Source: an optimization exercise on an open RTL-to-GDS flow (aim: a short achievable clock period and few clock cycles). Production flows keep margins and buffers that such runs may drop.
The RTL was checked by simulation tests, not by an equivalence proof against the original design.
No activity file was given, so power comes from the tool's default toggle rates.

==> inputs of 08-12 <==
Design mips, start of the top module:
module mips(
    input clk,
    input reset,
    output [31:0] i_addr,
    input  [31:0] i_data,
    output [31:0] d_addr,
    output        d_we,
    output [3:0]  d_be,
    output [31:0] d_wdata,
    input  [31:0] d_rdata,
    output        wb_en,
    output [4:0]  wb_reg,
    output [31:0] wb_data,
    output [31:0] wb_pc
    );
    reg  [31:0] pcF;             
    reg  [31:0] pcFn;            
    reg         rst_q;
    reg  [31:0] instrD, pcD, pc4D;
    reg  [31:0] rsOH, rtOH;      
    reg         vD;              
    reg         hEa, hEb, hMa, hMb, hWa, hWb;
    reg  [31:0] gpr [1:31];
    reg  [31:0] hi, lo;
    reg  [31:0] pcE, aE_r, bE_r, immE, linkE;
    reg  [4:0]  shE, rdE;
    reg         wrE, loadE, storeE;
    reg         fAM, fAW, fBM, fBW;
    reg         e_add, e_subm, e_sum, e_and, e_or, e_xor, e_nor, e_slt, e_sltu;
    reg         e_sll, e_srl, e_sra, e_shv, e_lui, e_link, e_mfhi, e_mflo, e_bimm;
    reg         e_lb, e_lh, e_lw, e_lbu, e_lhu, e_sb, e_sh, e_sw;
    reg         e_mult, e_div, e_msgn, e_mthi, e_mtlo;
    reg         e_lbr, e_beq, e_bne, e_blez, e_bgtz, e_bltz, e_bgez;
    reg         e_fast;          
    reg  [31:0] resM, addrM, wdataM, pcM;
    reg  [3:0]  ldB0;            
    reg  [1:0]  ldB1;            
    reg         ldW;             
    reg  [3:0]  ldSg;            
    reg         ldX8, ldX16;     
    reg         nldM;            
    reg  [3:0]  beM;
    reg  [4:0]  rdM;
    reg         wrM, loadM, weM;
    reg  [31:0] pcW, nwdW, pcT, wbD;
    reg  [4:0]  nrdW, wbR;
    reg         nwrW, wbE;
    wire        wrW = ~nwrW;
    wire [31:0] wdW = ~nwdW;
    wire [4:0]  rdW = ~nrdW;
    wire [31:0] pcFi = ~pcFn;
    wire [31:0] pc4F = pcFi + 32'd4;
    assign i_addr = pcF;
    wire [5:0]  op  = instrD[31:26];
  ...
clock: 20.0 ns
lec_check: 0
abc_clock_period_in_ps: 3000
cap_margin: 20
core_margin: 2
core_utilization: 35
place_density: 0.5
slew_margin: 20
standard.sh (not shown) runs the stock make flow with config.mk's settings and CLKGATE_MAP_FILE= SYNTH_SCRIPT=/design/flow/synth_recipe.tcl, a recipe that flattens the netlist after the stock synthesis.
==> flow/flow/run.sh <==
#!/bin/bash
# Standard layout with two changes to how it is optimised (the SDC, clock period and
# constraints are unchanged):
#  - timing repair is asked to leave extra setup slack, so that it works on the real
#    critical paths instead of stopping at the relaxed clock;
#  - the port buffers are buf_4 cells instead of the default delay-buffer cell.
set -euo pipefail
export SETUP_SLACK_MARGIN=15.2
export BUFFER_PORTS_ARGS="-buffer_cell sky130_fd_sc_hd__buf_4"
bash standard.sh > standard.log 2>&1
==> 03-10 (differences from 08-12) <==
--- a/flow/design.v
+++ b/flow/design.v
@@ -39,16 +39,16 @@
     reg         ldW;             
     reg  [3:0]  ldSg;            
     reg         ldX8, ldX16;     
     reg         nldM;            
     reg  [3:0]  beM;
     reg  [4:0]  rdM;
     reg         wrM, loadM, weM;
-    reg  [31:0] pcW, nwdW, pcT, wbD;
-    reg  [4:0]  nrdW, wbR;
+    reg  [31:0] pcW, wbD, nwdW;
+    reg  [4:0]  wbR, nrdW;
     reg         nwrW, wbE;
     wire        wrW = ~nwrW;
     wire [31:0] wdW = ~nwdW;
     wire [4:0]  rdW = ~nrdW;
     wire [31:0] pcFi = ~pcFn;
     wire [31:0] pc4F = pcFi + 32'd4;
     assign i_addr = pcF;
@@ -142,18 +142,17 @@
     wire hitEb = hEb;
     wire hitE  = (use_rs & hitEa) | (use_rt & hitEb);
     wire hitML = loadM & ((use_rs & hMa) | (use_rt & hMb));
     reg         m1v, m2v, m3v;           
     reg         m1h, m2h, m3h, m1l, m2l, m3l;    
     reg  [2:0]  dvst;            
     reg         dvh, dvl;        
-    wire dvBlock = (dvst == 3'd1) | ((dvst == 3'd2) & ~(dvZB < dvZA)) |
-                   ((dvst == 3'd3) & (dvCnt != 5'd0));
-    wire hiPend = e_mult | e_div | (m1v & m1h) | (dvBlock & dvh);
-    wire loPend = e_mult | e_div | (m1v & m1l) | (dvBlock & dvl);
+    wire dvRun  = (dvst == 3'd1) | (dvst == 3'd2) | (dvst == 3'd3);
+    wire hiPend = e_mult | e_div | (m1v & m1h) | (m2v & m2h) | (dvRun & dvh);
+    wire loPend = e_mult | e_div | (m1v & m1l) | (m2v & m2l) | (dvRun & dvl);
     wire needJ   = d_jr | d_jalr;
     wire jfast   = e_fast & hitEa;
     wire stall   = (loadE & hitE) | (needJ & ((hitE & ~e_fast) | hitML)) |
                    (d_mfhi & hiPend) | (d_mflo & loPend);
     wire lateD   = d_branch & (hitE | hitML);
     wire a_eq_b = (aD == bD);
     wire a_zero = (aD == 32'd0);
@@ -307,16 +306,16 @@
                        ({32{e_xor}}  & (aE ^ opB)) |
                        ({32{e_nor}}  & ~(aE | opB)) |
                        {31'd0, (e_slt & slt_r) | (e_sltu & sltu_r)} |
                        ({32{e_sll}}  & sll_r) |
                        ({32{e_srl | e_sra}} & sr_o[31:0]) |
                        ({32{e_lui}}  & immE) |
                        ({32{e_link}} & linkE) |
-                       ({32{e_mfhi}} & hiE) |
-                       ({32{e_mflo}} & loE);
+                       ({32{e_mfhi}} & hi) |
+                       ({32{e_mflo}} & lo);
     wire [31:0] addrE = aE + immE;
     wire [3:0]  beE   = e_sw ? 4'b1111 :
                         e_sh ? (addrE[1] ? 4'b1100 : 4'b0011) :
                         (4'b0001 << addrE[1:0]);
     wire [31:0] wdE   = e_sw ? bE : e_sh ? {2{bE[15:0]}} : {4{bE[7:0]}};
     always @(posedge clk) begin
         resM   <= resE;
@@ -356,30 +355,29 @@
     wire [7:0]  ld_b1 = ({8{ldB1[0]}} & d_rdata[15:8])  | ({8{ldB1[1]}} & d_rdata[31:24]) |
                         {8{ldX8 & ld_s}};
     wire [15:0] ld_hi = ({16{ldW}} & d_rdata[31:16]) | {16{ldX16 & ld_s}};
     wire [31:0] wbv   = ({32{nldM}} & resM) | {ld_hi, ld_b1, ld_b0};
     always @(posedge clk) begin
         nwdW <= ~wbv;
         nrdW <= ~rdM;
+        wbD  <= wbv;
+        wbR  <= rdM;
         pcW  <= pcM;
-        wbD  <= wdW;
-        wbR  <= rdW;
-        pcT  <= pcW;
         if (reset | rst_q) begin
             nwrW <= 1'b1;
             wbE  <= 1'b0;
         end else begin
             nwrW <= ~wrM;
-            wbE  <= wrW;
+            wbE  <= wrM;
         end
     end
     assign wb_en   = wbE;
     assign wb_reg  = wbR;
     assign wb_data = wbD;
-    assign wb_pc   = pcT;
+    assign wb_pc   = pcW;
     integer i;
     always @(posedge clk) begin
         if (rst_q) begin
             for (i = 1; i < 32; i = i + 1) gpr[i] <= 32'd0;
         end else if (wrW) begin
             gpr[rdW] <= wdW;
         end
@@ -457,18 +455,14 @@
         end else begin
             m1v <= e_mult;
             m2v <= m1v;
             m3v <= m2v;
         end
     end
     wire [31:0] prod_hi = s2a + s2b + {31'd0, s2c};
-    wire [31:0] dvHi    = dvNr ? (~dvR + 32'd1) : dvR;
-    wire [31:0] dvLo    = dvNq ? (~dvQ + 32'd1) : dvQ;
-    wire [31:0] hiE     = (m3v & m3h) ? prod_hi : ((dvst == 3'd4) & dvh) ? dvHi : hi;
-    wire [31:0] loE     = (m3v & m3l) ? s2lo : ((dvst == 3'd4) & dvl) ? dvLo : lo;
     function [5:0] clz32(input [31:0] x);
         reg [31:0] v;
         reg [4:0]  n;
         begin
             v = x;
             n = 5'd0;
             if (v[31:16] == 16'd0) begin n[4] = 1'b1; v = {v[15:0], 16'd0}; end
@@ -552,17 +546,17 @@
             lo <= 32'd0;
         end else begin
             if (e_mthi)
                 hi <= aE;
             else if (m3v & m3h)
                 hi <= prod_hi;
             else if ((dvst == 3'd4) & dvh)
-                hi <= dvHi;
+                hi <= dvNr ? (~dvR + 32'd1) : dvR;
             if (e_mtlo)
                 lo <= aE;
             else if (m3v & m3l)
                 lo <= s2lo;
             else if ((dvst == 3'd4) & dvl)
-                lo <= dvLo;
+                lo <= dvNq ? (~dvQ + 32'd1) : dvQ;
         end
     end
 endmodule
==> flow/flow/run.sh (replaced) <==
#!/bin/bash
# Standard layout, with timing repair asked to leave extra setup slack so that the
# optimiser works on the real critical paths (the SDC and clock period are unchanged).
set -euo pipefail
export SETUP_SLACK_MARGIN=14.5
bash standard.sh > standard.log 2>&1
- CORE_UTILIZATION: 35 -> 40
- PLACE_DENSITY: 0.5 -> 0.6
==> comparison <==
- In 03-10 the cell count is smaller than in 08-12, by about 4%.
- Of 08-12 and 03-10, 08-12 has the higher wire length (gap 11%, measured against 03-10).
- Between 08-12 and 03-10, the lower combinational power is in 08-12 (gap about 3%, measured against 03-10).
- Against 08-12, the clock skew of 03-10 is higher by 1.4 ps.
- Against 03-10, the maximum frequency of 08-12 is larger by about 2%.
- Of 08-12 and 03-10, 03-10 has the higher first-iteration DRC count (gap 7.0%, measured against 03-10).
- Utilization: 08-12 is lower than 03-10 (4.4 points).
- Between 03-10 and 08-12, the lower non-clock buffer count is in 03-10 (gap 98).
- Between 08-12 and 03-10, the lower total power is in 03-10 (gap about 0.65%, measured against 03-10).
- In 03-10 the die area is lower than in 08-12, by about 12%.
- Of 03-10 and 08-12, 08-12 has the higher register-to-register slack (gap 750 ps).
Testbench counts of 08-12, summed over its fixed seeds: cycles 51,418.
Testbench counts of 03-10, summed over its fixed seeds: cycles 51,532.

-- static timing again, ports no longer ideal --
No port has a modelled driver above. Below, the same layouts with a new extraction and two added sets of constraints.
Step 1 (the two cells are an assumption about what drives the block):
set clk [get_ports {clk}]
set_driving_cell -lib_cell sky130_fd_sc_hd__clkbuf_16 $clk
set_driving_cell -lib_cell sky130_fd_sc_hd__buf_2 [delete_from_list [all_inputs] $clk]
Step 2, shift: input delay + t, output delay - t, t = (earliest + latest rising clock arrival at the registers) / 2. This alone moves slack from input paths to output paths.
Slacks: ideal ports / drivers / drivers and shift; pairs: ideal ports / drivers.
run	shift t [ns]	setup slack, ns	hold slack, ns	worst setup path after step 2	pins driven straight from the clock port
08-12	1.077	14.357 / 14.243 / 14.273	0.307 / 0.307 / 0.307	input to register	1
03-10	1.050	14.237 / 14.237 / 13.989	0.296 / 0.296 / 0.296	input to register	1
After both steps setup and hold are still met in every run listed. For 03-10, which loses most, drivers alone change the setup slack by 0.000 ns; drivers and shift together by -0.248 ns.
